Background: an optimization exercise with open tools, aiming at small area. Do not read the settings as production practice.
Only simulation tests tie the RTL to the original design; equivalence was not proved.
Power and IR drop assume default switching activity.

--- config.mk ---
export PLATFORM = sky130hd
export DESIGN_NAME = Uart8_Matrix10
export DESIGN_NICKNAME = Uart8_Matrix10
export VERILOG_FILES = /design/flow/design.v
export SDC_FILE = /design/flow/constraint.sdc
export NUM_CORES = 4
export LEC_CHECK = 0
export ABC_AREA = 1
export CAP_MARGIN = 20
export CORE_MARGIN = 2
export CORE_UTILIZATION = 45
export PLACE_DENSITY = 0.6
export SLEW_MARGIN = 20
--- constraint.sdc ---
create_clock -name core_clock -period 12.0 [get_ports {clk}]
set_input_delay 2.4000 -clock core_clock [delete_from_list [all_inputs] [get_ports {clk}]]
set_output_delay 2.4000 -clock core_clock [all_outputs]
set_load 0.01 [all_outputs]
--- design.v ---
`timescale 1ns / 1ps
`timescale 1ns / 1ps
module Uart8Receiver (
    input  wire       clk,
    input  wire       rst,
    input  wire       tick,
    input  wire       in,
    input  wire       txRun,   
    input  wire       txStep,  
    output wire       shift,  
    output wire       sbit,   
    output reg        done,
    output reg        busy,
    output reg        err,
    output wire [3:0] txBit   
);
    localparam [1:0] IDLE = 2'd0;
    localparam [1:0] DATA_BITS = 2'd1;
    localparam [1:0] STOP_BIT = 2'd2;
    reg [1:0] state;
    reg [2:0] inputSw;
    reg [6:0] cnt;    
    wire sampledBit = (inputSw[2] & inputSw[1]) |
                      (inputSw[1] & inputSw[0]) |
                      (inputSw[2] & inputSw[0]);
    assign shift = tick & (state == DATA_BITS) & (cnt[3:0] == 4'hF);
    assign sbit = sampledBit;
    assign txBit = cnt[3:0];
    always @(posedge clk) begin
        if (rst) begin
            state <= IDLE;
            inputSw <= 3'b111;
            done <= 1'b0;
            busy <= 1'b0;
            err <= 1'b0;
        end else if (tick) begin
            inputSw <= {inputSw[1:0], in};
            done <= 1'b0;
            case (state)
                IDLE: begin
                    if (!sampledBit) begin
                        if (cnt[2:0] == 3'd7) begin
                            state <= DATA_BITS;
                            busy <= 1'b1;
                            cnt <= 7'd0;
                        end else begin
                            cnt <= cnt + 7'd1;
                        end
                    end else if (txRun) begin
                        if (txStep) cnt <= cnt + 7'd1;
                    end else begin
                        cnt <= 7'd0;
                    end
                end
                DATA_BITS: begin
                    if (cnt == 7'h7F)
                        state <= STOP_BIT;
                    cnt <= cnt + 7'd1;
                end
                default: begin  
                    if (cnt[3:0] == 4'hF) begin
                        state <= IDLE;
                        if (sampledBit) begin
                            done <= 1'b1;
                            busy <= 1'b0;
                        end else begin
                            err <= 1'b1;
                        end
                    end
                    cnt <= cnt + 7'd1;
                end
            endcase
        end
    end
endmodule
`timescale 1ns / 1ps
`timescale 1ns / 1ps
module Uart8_Matrix10 (
    input wire clk,
    input wire rst,
    input wire rx,
    input wire rxEn,
    output wire [7:0] out,
    output wire rxDone,
    output wire rxBusy,
    output wire rxErr,
    output wire tx,
    input wire txEn,
    output wire txDone,
    output wire txBusy,
    output reg [7:0] led
);
    localparam [2:0] RX_A = 3'd0, RX_B = 3'd1, WAIT = 3'd2, SUM = 3'd3, TX = 3'd4;
    reg [6:0] bc;
    always @(posedge clk) begin
        if (rst) bc <= 7'd0;
        else bc <= bc + 7'd1;
    end
    wire rxTick = (bc[2:0] == 3'd3);
    wire bitEnd = (bc == 7'd123);    
    wire rxShift, rxBit;
    wire [3:0] tbit;      
    reg [2:0] st;
    Uart8Receiver rxInst (
        .clk(clk),
        .rst(rst),
        .tick(rxTick),
        .in(rx),
        .txRun(st == TX),
        .txStep(bc[6:3] == 4'hF),
        .txBit(tbit),
        .shift(rxShift),
        .sbit(rxBit),
        .done(rxDone),
        .busy(rxBusy),
        .err(rxErr)
    );
    reg [7:0] acc;        
    wire rxRise = rxDone & (bc[2:0] == 3'd4);
    assign out = rxRise ? acc : led;
    always @(posedge clk) begin
        if (rst) led <= 8'd0;
        else if (rxRise) led <= acc;
    end
    reg [3:0] m, k;
    reg [2:0] ph;
    wire revEnd = (m == 4'd9) & (k == 4'd9);
    always @(posedge clk) begin
        if (rst) begin
            m <= 4'd0;
            k <= 4'd0;
            ph <= 3'd0;
        end else begin
        if (k == 4'd9) begin
            k <= 4'd0;
            m <= (m == 4'd9) ? 4'd0 : m + 4'd1;
        end else begin
            k <= k + 4'd1;
        end
        if (revEnd) ph <= ph + 3'd1;
        end
    end
    reg pend;             
    reg [3:0] hi, lo;     
    wire wrA = (st == RX_A) & pend & (m == hi) & (k == lo);
    wire wrB = (st == RX_B) & pend & (m == lo) & (k == hi) & (ph == 3'd7);
    reg [799:0] ringA;
    reg [799:0] ringB;
    always @(posedge clk) begin
        ringA <= {wrA ? led : ringA[7:0], ringA[799:8]};
        ringB <= {wrB ? led : {ringB[6:0], ringB[7]}, ringB[799:8]};
    end
    wire [3:0] dd = lo - hi;
    wire wrap = lo < hi;
    wire [3:0] d = wrap ? dd + 4'd10 : dd;
    reg bbit;
    always @(*) begin
        case (d)
            4'd0: bbit = ringB[7];
            4'd1: bbit = ringB[87];
            4'd2: bbit = ringB[167];
            4'd3: bbit = ringB[247];
            4'd4: bbit = ringB[327];
            4'd5: bbit = ringB[407];
            4'd6: bbit = ringB[487];
            4'd7: bbit = ringB[567];
            4'd8: bbit = ringB[647];
            default: bbit = ringB[727];
        endcase
    end
    wire [2:0] pp = ph + {2'd0, wrap};    
    wire [7:0] term = ringA[7:0] & {8{bbit}};
    wire [7:0] base = (k != 4'd0) ? acc : {acc[6:0], 1'b0};
    wire lastElem = (hi == 4'd9) & (lo == 4'd9);
    always @(posedge clk) begin
        if (rst) begin
            st <= RX_A;
            pend <= 1'b0;
            hi <= 4'd0;
            lo <= 4'd0;
        end else begin
            if (rxRise) pend <= 1'b1;
            if (rxShift) acc <= {rxBit, acc[7:1]};
            case (st)
                RX_A, RX_B: begin
                    if (wrA | wrB) begin
                        pend <= 1'b0;
                        if (lo == 4'd9) begin
                            lo <= 4'd0;
                            hi <= (hi == 4'd9) ? 4'd0 : hi + 4'd1;
                        end else begin
                            lo <= lo + 4'd1;
                        end
                        if (lastElem) st <= st + 3'd1;
                    end
                end
                WAIT: begin
                    if (revEnd & (pp == 3'd7)) st <= SUM;
                end
                SUM: begin
                    if (m == hi) acc <= base + term;
                    if (revEnd & (pp == 3'd7)) st <= TX;
                end
                default: begin  
                    if (bitEnd) begin
                        if (tbit >= 4'd2 && tbit <= 4'd9) acc <= {1'b0, acc[7:1]};
                        if (tbit == 4'd10) begin
                            if (lo == 4'd9) begin
                                lo <= 4'd0;
                                hi <= (hi == 4'd9) ? 4'd0 : hi + 4'd1;
                            end else begin
                                lo <= lo + 4'd1;
                            end
                            st <= lastElem ? RX_A : WAIT;
                        end
                    end
                end
            endcase
        end
    end
    assign txBusy = (st == TX) & (tbit != 4'd10);
    assign txDone = (st == TX) & (tbit == 4'd10);
    assign tx = (st != TX) | (tbit == 4'd10) | (tbit == 4'd0) | ((tbit != 4'd1) & acc[0]);
endmodule
--- flow/run.sh ---
#!/bin/bash
# Standard layout with a leaner clock tree: clkbuf_8 buffers on clusters of
# up to 20 registers and no dummy loads (the default tree uses clkbuf_16 on
# clusters of about five registers and pads it with dummy loads). Every port
# still gets its own buffer, a buf_1 instead of a clkdlybuf4s50_1.
set -euo pipefail
export CTS_ARGS="-sink_clustering_enable -repair_clock_nets -dont_use_dummy_load -buf_list sky130_fd_sc_hd__clkbuf_8 -sink_clustering_size 20 -sink_clustering_max_diameter 70 -sink_buffer_max_cap_derate 1.0"
export BUFFER_PORTS_ARGS="-buffer_cell sky130_fd_sc_hd__buf_1"
bash standard.sh > standard.log 2>&1
--- standard.sh ---
#!/bin/bash
# synth_recipe.tcl (not shown) runs the flow's synth.tcl, then flattens the netlist and writes it again
# the make line also repeats each setting of config.mk as NAME=value (left out here)
make -C /OpenROAD-flow-scripts/flow DESIGN_CONFIG=/design/flow/config.mk WORK_HOME=/design/flow/orfs CLKGATE_MAP_FILE= SYNTH_SCRIPT=/design/flow/synth_recipe.tcl "${@:-finish}"
==> results of run 1 <==
## critical path: cells and delay by family (launching register included)
| family | cells | cell delay, ns |
|---|---|---|
| flops | 1 | 0.36 |
| simple gates | 1 | 0.26 |
| compound gates | 1 | 0.32 |
| buf+inv | 3 | 0.72 |
| fa+ha+maj | 1 | 0.19 |
## power by group through the flow
stage	clock network, mW	logic, mW	registers (mW)
after floorplan	0	0.0280	5.65
after CTS	2.27	0.0379	5.53
after global routing	2.47	0.0431	5.53
after global placement	0	0.0368	5.65
after detailed placement	0	0.0375	5.65
final	2.16	0.0376	5.53
## metrics by stage
step / utilization / area [um2] / power [mW] / setup WS (ns) / cells
3_5_place_dp: 0.471 / 37900 / 5.69 / 7.37 / 3322
3_3_place_gp: 0.471 / 37900 / 5.69 / 7.46 / 3322
4_1_cts: 0.487 / 39200 / 7.84 / 6.98 / 3417
2_1_floorplan: - / 36500 / 5.68 / 8.07 / 2247
5_1_grt: 0.487 / 39200 / 8.04 / 6.82 / 3418
6_report: 0.487 / 39200 / 7.72 / 7.10 / 3418
## registers in the layout, summed over array words and instances (netlist names), 3 cells and up
signal / flops
lo: 4
rxInst.inputSw: 3
bc: 7
m: 4
k: 4
st: 3
led: 8
rxInst.cnt: 7
hi: 4
acc: 8
ringA: 800
ph: 3
ringB: 800
## layout make-up
type / count / area [um2]
well taps: 1060 / 1330
diodes: 1 / 2.50
fillers: 6785 / 41200
clock buffers: 95 / 1310
multi-input cells: 464 / 2620
repair buffers: 25 / 97.6
inverters: 112 / 420
flip-flops and latches: 1661 / 33400
## synthesized netlist by cell type, drive strengths merged
| cell | n | share of area |
|---|---|---|
| a211oi | 9 | 0.0019 |
| a21o | 2 | 0.00041 |
| a21oi | 51 | 0.0072 |
| a221oi | 1 | 0.00024 |
| a22oi | 5 | 0.0010 |
| a311oi | 1 | 0.00024 |
| a31oi | 1 | 0.00017 |
| a32oi | 1 | 0.00024 |
| and2 | 2 | 0.00034 |
| buf | 6 | 0.00096 |
| clkbuf | 4 | 0.00041 |
| clkinv | 1 | 0.00010 |
| dfxtp | 1646 | 0.90 |
| edfxtp | 15 | 0.012 |
| fa | 2 | 0.0011 |
| ha | 33 | 0.011 |
| inv | 111 | 0.011 |
| nand2 | 133 | 0.015 |
| nand3 | 41 | 0.0062 |
| nand3b | 2 | 0.00041 |
| nand4 | 14 | 0.0024 |
| nor2 | 79 | 0.0083 |
| nor3 | 12 | 0.0025 |
| nor3b | 4 | 0.00096 |
| o211a | 1 | 0.00027 |
| o211ai | 3 | 0.00062 |
| o21a | 3 | 0.00062 |
| o21ai | 47 | 0.0064 |
| o221ai | 1 | 0.00024 |
| o311ai | 1 | 0.00024 |
| o31a | 1 | 0.00024 |
| o31ai | 1 | 0.00021 |
| o32ai | 1 | 0.00024 |
| xnor2 | 6 | 0.0014 |
| xor2 | 6 | 0.0014 |
## per-layer routing
metal	vias up	part of all wire
li1	7162	-
met5	-	0
met1	6539	0.54
met4	0	0.027
met3	89	0.052
met2	228	0.38
## cell families after synthesis
kind of cell | Yosys count | synth area share
adders and majority gates | 35 | 0.0124
xor gates and xnor gates | 12 | 0.00288
buffers and inverters | 122 | 0.0129
DFF | 1661 | 0.915
and+or+nand+nor | 287 | 0.0359
AOI/OAI and AO/OA | 130 | 0.0205
## worst min path at each step
stage / to / slack [ns] / cells past startpoint
after floorplan: ringA[0] / 0.31 / 0
after global placement: ringB[706] / 0.31 / 0
after detailed placement: ringA[116] / 0.31 / 0
after CTS: ringA[552] / 0.25 / 0
after global routing: ringA[552] / 0.25 / 0
final: ringA[592] / 0.26 / 0
==> results.yml, run 1 <==
run_status:
  status: "timing/DRC/antenna clean"
sta:
  slew_headroom: 0.313
  skew_ns: 0.0874
  setup_viol: 0
  slew_viol_final: 0
  fin_crit_ns: 4.90
  rsz0062_at_grt: "false"
  final_hold_viol_count: 0
  max_freq_ghz: 0.204
  fin_tns_setup_ns: 0
  fin_crit_sh: 0.408
  worstMarginPinSlew_ns: 1.02
  whs_ns: 0.259
pwr:
  p_sw_frac: 0.191
  seq_power_share: 0.716
  p_comb_frac: 0.005
  p_leak_nw: 15.6
  p_per_area_nw_per_um2: 197
  worst_ir_drop_vdd_v: 0.000114
  intPower_mw: 6.25
  clock_power_share: 0.279
  p_sw_mw: 1.47
run:
  maxCapViolCount: 0
grt:
  grtUsageMet1: 0.159
  top_usage_layer: "met1"
  first_global_vias: 14300
  grt_usage: 0.106
  antenna_found_initial: 1
  met2_usage: 0.143
  grt_pass1_wl_um: 71800
  grt_max_degree: 32
  overflow: 0
  grtUsageMet3: 0.0254
die:
  chipHeight_um: 289
  die_x_um: 289
  die-area_um2: 83400
  initial_core_util: 0.454
  num_io_pins: 27
  fp.coreArea_um2: 80400
  rows: 104
clock_tree:
  clockBufferDepth: 3
  cts_root_buffer: "clkbuf_8"
  cts_tree: "built"
  holdBufCountCts: 0
  cts.reportedPaths.clkPinSlew_ns: 0.10
  cts-buffers-inserted: 95
  cts_num_sinks: 1661
  cts_resized: 0
  postCtsSetupBuffers: 0
  cts_max_level: 3
  insertion_delay_ns: 0.73
hold_path:
  hp-class: "reg -> reg"
  min-delay-start: "ringA[600]"
yosys:
  synthesis.instances: 2247
  ys_seq_area_frac: 0.915
  yosys_warnings: 2
  syn_area_um2: 36500
  ys_ff_latch: 1661
  syn_avg_cell_area_um2: 16.2
  synthesis.nets: 2287
  yosysUniqueCellTypes: 48
finish:
  drive_above_1_share: 0.0522
  final_common_cell: "dfxtp_1"
  layout_common_cells: "dfxtp_1, nand2_1, inv_1"
  area_growth_pct: 7.36
  layout.nets: 2399
worst_setup_path:
  slowest_delay_ns: 0.47
  endpoint: "out[1]"
  critPathCaptureType: "primary output"
  setup.worst_path.start_class: "flop"
  rr_endpoint: "acc[6]"
  path_class: "reg -> out"
  crit_slowest_cell: "clkinv_1"
  crit-reg2reg-launch: "lo[0]"
  worst_r2r_path_depth: 23
  r2r_slack_ns: 7.34
  worstPathArrival_ns: 2.50
  critical_path_required_ns: 9.60
  worstPathMaxFanout: 17
  crit_chain: "inv_1, ha_1, nand3_1, clkinv_1, a21oi_1, buf_1"
  crit_start: "bc[0]"
placement:
  io_buffers: 24
  hpwlAfterDp_um: 23200
  place.gp.congestion: 0.807
drt:
  firstDrtPassIters: 5
  wirelength_um: 42100
  drc: 0
  postRouteAntennaNets: 0
  avgViaCountPerCell: 4.10
  wl_per_cell_um: 12.3
  first_iter_violations: 625
  vias: 14000
==> run 2, diff against run 1 <==
--- a/config.mk
+++ b/config.mk
@@ -5,7 +5,6 @@
 export SDC_FILE = /design/flow/constraint.sdc
 export NUM_CORES = 4
 export LEC_CHECK = 0
-export ABC_AREA = 1
 export CAP_MARGIN = 20
 export CORE_MARGIN = 2
 export CORE_UTILIZATION = 45
==> run 2 against run 1 <==
Still clean. Setup slack got worse by 1.1 ns. Clock-buffer cell count decreased by 1. Global-route usage decreased by 0.13 points. Sequential share of layout area increased by 0.095 points. Area after synthesis increased by 0.25%. Core utilization decreased by 0.13 points. Largest power group unchanged.
==> results.yml, run 2 <==
yosys:
  synthFlopType: "dfxtp_1"
  synthMostInstantiatedCell: "dfxtp_1"
  async_flop_share: 0
  ys_ff_latch: 1661
  yosysUniqueCellTypes: 68
  synth-edff-count: 15
  ys_seq_area_frac: 0.913
  ys_top_cells_by_area: "dfxtp_1, edfxtp_1, ha_1"
  synth_top_cell_by_area: "dfxtp_1"
  synthesis.nets: 2151
  synthesis.instances: 2111
  syn_avg_cell_area_um2: 17.3
  synth_top_area_frac: 0.901
  yosys_warnings: 2
  yosys-top-cells-count: "dfxtp_1, nor2_1, nand2_1"
  syn_area_um2: 36600
drt:
  first_iter_violations: 718
  avgViaCountPerCell: 4.13
  postRouteAntennaNets: 0
  vias: 13500
  drc: 0
  wl_per_cell_um: 12.8
  wirelength_um: 41900
  firstDrtPassIters: 5
clock_tree:
  insertion_delay_ns: 0.71
  cts_resized: 0
  cts_max_level: 3
  cts_tree: "built"
  clockBufferDepth: 3
  cts.reportedPaths.clkPinSlew_ns: 0.11
  postCtsSetupBuffers: 0
  cts-buffers-inserted: 94
  cts_num_sinks: 1661
  holdBufCountCts: 0
  cts_root_buffer: "clkbuf_8"
worst_setup_path:
  crit_slowest_cell: "fa_1"
  setup.worst_path.start_class: "flop"
  worstPathArrival_ns: 6.43
  path_class: "reg -> reg"
  critPathCaptureType: "flop"
  critical_path_required_ns: 12.43
  crit_chain: "inv_1, ha_1, fa_1, clkinv_1, ha_1, a211oi_1, a21oi_1, and2_1, nor4b_1, nor4_1, a21oi_1, nor2b_1, ha_1, a21o_1, a21oi_1, a32oi_1, xnor2_1, nor2_1, and3_1, or4_1"
  slowest_delay_ns: 0.72
  worstPathMaxFanout: 11
placement:
  io_buffers: 24
  place_area_um2: 37800
  place.gp.congestion: 0.757
  hpwlAfterDp_um: 23000
  place_ws_ns: 6.00
sta:
  setup_ws_ns: 6.00
  fin_crit_ns: 6.00
  skew_ns: 0.0755
  fin_crit_sh: 0.500
  whs_ns: 0.257
  final_hold_viol_count: 0
  fin_tns_setup_ns: 0
  worstMarginPinSlew_ns: 0.986
  rsz0062_at_grt: "false"
  setup_viol: 0
  slew_viol_final: 0
  slew_headroom: 0.334
  max_freq_ghz: 0.167
die:
  initial_core_util: 0.454
  fp.coreArea_um2: 80500
  die-area_um2: 83600
  die_x_um: 289
  rows: 104
  num_io_pins: 27
  chipHeight_um: 289
grt:
  overflow: 0
  first_global_vias: 13600
  grt_pass1_wl_um: 70400
  antenna_found_initial: 1
  grt_max_degree: 38
  grt_usage: 0.104
run:
  maxCapViolCount: 0
finish:
  layout_common_cells: "dfxtp_1, clkbuf_8, nor2_1"
  final_common_cell: "dfxtp_1"
  final_area_um2: 39100
  drive_above_1_share: 0.0653
  area_growth_pct: 6.97
  layout.nets: 2247
  reg.largest.list: "ringA (800), ringB (800)"
pwr:
  p_sw_frac: 0.190
  p_sw_mw: 1.46
  p_leak_nw: 15.3
  p_total_mw: 7.71
  intPower_mw: 6.24
  p_comb_frac: 0.004
  clock_power_share: 0.279
  p_per_area_nw_per_um2: 197
  seq_power_share: 0.717
  worst_ir_drop_vdd_v: 0.000117
run_status:
  status: "timing/DRC/antenna clean"
hold_path:
  hp-class: "reg -> reg"
-- run 2: cell types whose count changed in the layout (fill, tap and decap cells not counted), moves of 20 or more --
cell | previous run | this run
nand2_1 | 127 | 46
inv_1 | 103 | 28
mux2_2 | 0 | 29
o21ai_0 | 42 | 15
nor2_1 | 76 | 50
nand3_1 | 38 | 18
-- run 2: power groups by stage --
stage	clock network [mW]	logic [mW]	registers, mW
floorplan	0	0.0266	5.65
global placement	0	0.0309	5.65
detailed placement	0	0.0324	5.65
CTS	2.26	0.0326	5.53
global route	2.45	0.0362	5.53
finish	2.15	0.0325	5.53
-- run 2: path summary, 6_finish.rpt --
| check | cells past startpoint | from | slack, ns | to |
|---|---|---|---|---|
| worst max-delay path | 20 | lo[0] | 6.00 | acc[7] |
| worst min-delay path | 0 | ringB[467] | 0.26 | ringB[459] |
| worst max register to register | 20 | lo[0] | 6.00 | acc[7] |
| worst min register to register | 0 | ringB[467] | 0.26 | ringB[459] |
-- run 2: cell families after synthesis --
| kind of cell | after synthesis | share of synthesized area |
|---|---|---|
| DFF | 1661 | 0.913 |
| and+or+nand+nor | 188 | 0.0264 |
| AOI/OAI and AO/OA | 94 | 0.0182 |
| buffers and inverters | 54 | 0.00797 |
| muxes | 41 | 0.0122 |
| xor gates and xnor gates | 38 | 0.00971 |
| adders and majority gates | 35 | 0.0124 |
-- run 2: final cells by class --
| cell class | count | area (um2) |
|---|---|---|
| antenna | 1 | 2.50 |
| multi-input combinational | 396 | 2900 |
| timing repair buffer | 25 | 98.8 |
| sequential | 1661 | 33400 |
| tap | 1060 | 1330 |
| inverter | 29 | 109 |
| clock buffer | 94 | 1290 |
| fill | 6611 | 41400 |
-- run 2: per-layer routing --
layer	global-route usage	share of wire	vias up
li1	-	-	6810
met2	0.138	0.37	199
met1	0.160	0.55	6378
met5	0	0	-
met3	0.0272	0.049	106
met4	0.0432	0.033	0
-- run 2: metrics by stage --
step,cells,utilization
after floorplan,2111,-
after global placement,3171,0.470
after detailed placement,3171,0.470
after CTS,3265,0.486
after global routing,3266,0.486
final,3266,0.486
-- run 2: worst max-delay path: cells and delay by family, from the launching register on --
kind / cells / cell delay (ns)
AOI/OAI and AO/OA: 6 / 1.48
xor gates and xnor gates: 1 / 0.25
adders and majority gates: 4 / 1.71
buffers and inverters: 2 / 0.46
DFF: 1 / 0.44
and+or+nand+nor: 7 / 1.48

-- afterwards: timing with drivers on the ports --
In the flow no input, the clock included, has a driving cell. The finished layouts below were timed again as built, in two steps.
Step 1, drivers: a clkbuf_16 drives clk and a buf_2 each remaining input, both assumed.
Step 2 times the ports against the registers' clock, not the clock port: input delays grow and output delays shrink by t, the midpoint of the rising clock arrivals with the driver on.
Three values: no drivers, after step 1, after step 2; two values: the first two.
run	t, ns	slack for setup (ns)	hold WS [ns]
run 1	0.731	7.105 / 7.052 / 7.339	0.259 / 0.259 / 0.259
run 2	0.723	5.999 / 5.999 / 5.999	0.257 / 0.257 / 0.257
After both steps every run listed still meets setup and hold.
